Source: an optimization exercise on an open RTL-to-GDS flow (aim: small area, a short achievable clock period and few clock cycles per item). Production flows keep margins and buffers that such runs may drop.

Setup of build 77:
==> flow/design.v <==
`timescale 1ns / 1ps
module cordic(
    input clk,
    input rst,                 
    input start,               
    input signed [7:0] xin,
    input signed [7:0] yin,
    input signed [7:0] angle,
    output reg signed [7:0] sine,
    output reg done
);
    reg signed [7:0] x, y, z;
    reg [2:0] cnt;
    reg busy;
    reg [7:0] at;
    always @(*) begin
        case (cnt)
            3'd0: at = 8'd50;
            3'd1: at = 8'd29;
            3'd2: at = 8'd15;
            3'd3: at = 8'd8;
            3'd4: at = 8'd4;
            3'd5: at = 8'd2;
            default: at = 8'd1;
        endcase
    end
    wire signed [7:0] xs = x >>> cnt;
    wire signed [7:0] ys = y >>> cnt;
    wire neg = z[7];
    always @(posedge clk) begin
        done <= 1'b0;
        if (rst) begin
            busy <= 1'b0;
        end else if (start) begin
            x <= xin;
            y <= yin;
            z <= angle;
            cnt <= 3'd0;
            busy <= 1'b1;
        end else if (busy) begin
            x <= neg ? x + ys : x - ys;
            y <= neg ? y - xs : y + xs;
            z <= neg ? z + at : z - at;
            cnt <= cnt + 3'd1;
            if (cnt == 3'd6) begin
                busy <= 1'b0;
                done <= 1'b1;
            end
        end
    end
    always @(*) sine = z[7] ? y - (x >>> 7) : y + (x >>> 7);
endmodule
Settings: LEC_CHECK=0, CAP_MARGIN=20, CORE_MARGIN=2, CORE_UTILIZATION=40, SLEW_MARGIN=20; clock period 4.0 ns.
run.sh (not shown) runs the stock make flow with config.mk's settings and CLKGATE_MAP_FILE= SYNTH_SCRIPT=/design/flow/synth_recipe.tcl, a recipe that flattens the netlist after the stock synthesis.
Build 77: full flow OK, the timing, design-rule and antenna checks passed
## Diff of input files: trial 25 against build 77
==> flow/design.v <==
`timescale 1ns / 1ps
module cordic(
    input clk,
    input rst,                 
    input start,               
    input signed [7:0] xin,
    input signed [7:0] yin,
    input signed [7:0] angle,
    output reg signed [7:0] sine,
    output reg done
);
    reg signed [7:0] x, y, z;
    reg [1:0] p;
    reg busy;
    reg [7:0] at0, at1;
    always @(*) begin
        case (p)
            2'd0: begin at0 = 8'd50; at1 = 8'd29; end
            2'd1: begin at0 = 8'd15; at1 = 8'd8;  end
            2'd2: begin at0 = 8'd4;  at1 = 8'd2;  end
            default: begin at0 = 8'd1; at1 = 8'd0; end
        endcase
    end
    wire [2:0] sh0 = {p, 1'b0};
    wire [2:0] sh1 = {p, 1'b1};
    wire n0 = z[7];
    wire signed [7:0] x1 = n0 ? x + (y >>> sh0) : x - (y >>> sh0);
    wire signed [7:0] y1 = n0 ? y - (x >>> sh0) : y + (x >>> sh0);
    wire signed [7:0] z1 = n0 ? z + at0 : z - at0;
    wire n1 = z1[7];
    wire signed [7:0] x2 = n1 ? x1 + (y1 >>> sh1) : x1 - (y1 >>> sh1);
    wire signed [7:0] y2 = n1 ? y1 - (x1 >>> sh1) : y1 + (x1 >>> sh1);
    wire signed [7:0] z2 = n1 ? z1 + at1 : z1 - at1;
    always @(posedge clk) begin
        done <= 1'b0;
        if (rst) begin
            busy <= 1'b0;
        end else if (start) begin
            x <= xin;
            y <= yin;
            z <= angle;
            p <= 2'd0;
            busy <= 1'b1;
        end else if (busy) begin
            x <= x2;
            y <= y2;
            z <= z2;
            p <= p + 2'd1;
            if (p == 2'd3) begin
                busy <= 1'b0;
                done <= 1'b1;
            end
        end
    end
    always @(*) sine = y;
endmodule
Results
The final report for trial 25 shows a completed flow and a layout that fails verification, specifically setup timing. flip-flop to primary output as the kind of critical path was reported by build 77, and flip-flop to flip-flop by trial 25. Die area: build 77 and trial 25 compared, higher one is trial 25. Between build 77 and trial 25, final cell count without fillers increased. Build 77 ended up with sky130_fd_sc_hd__ha_1 as its most common cell after layout, fill and taps aside; trial 25 ended up with sky130_fd_sc_hd__buf_4. Trial 25 vs build 77 — via count climbed by more than half. Synthesized-area fraction occupied by xor and xnor cells: trial 25 higher than build 77. Diff build 77 -> trial 25 | clock tree cell share of total cell area | decrease of 1.0 points. Shortest clock period the worst path allows after layout in trial 25 vs build 77: up 1.97 ns. From build 77 to trial 25 the numbers moved as follows: portion of the post-synthesis area used by sequential elements decreased by 6.5 points relative to the old numbers, design area increased by about 80% relative to the old numbers, y dimension of the die increased by about 14% relative to the old numbers. Delta (trial 25 minus build 77): slack of the critical path dropped 1.97 ns, routed wire length climbed about 100%, register-to-register slack dropped 2.00 ns.
No run of this note included a check of the RTL's function; only the layout flow was run.

## static timing again, ports no longer ideal
In the flow no input, the clock included, has a driving cell. The finished layouts below were timed again as built, in two steps. Step 1 (the two cells are an assumption about what drives the block):
set clk [get_ports {clk}]
set_driving_cell -lib_cell sky130_fd_sc_hd__clkbuf_16 $clk
set_driving_cell -lib_cell sky130_fd_sc_hd__buf_2 [delete_from_list [all_inputs] $clk]
Step 2 also shifts input and output timing later by t, the mid clock arrival at the registers, as if the neighbouring blocks saw the same clock. Three values: ideal, step 1, step 2; two values: the first two.
run | shift t [ns] | setup slack, ns | worst hold slack (ns) | worst setup path at the end | slew at the worst register clock pin (ns)
build 77 | 0.304 | 0.262 / 0.234 / 0.289 | 0.478 / 0.478 / 0.478 | register to register | 0.07 / 0.07
trial 25 | 0.327 | -1.710 / -1.710 / -1.710 | 0.511 / 0.511 / 0.511 | register to register | 0.12 / 0.12
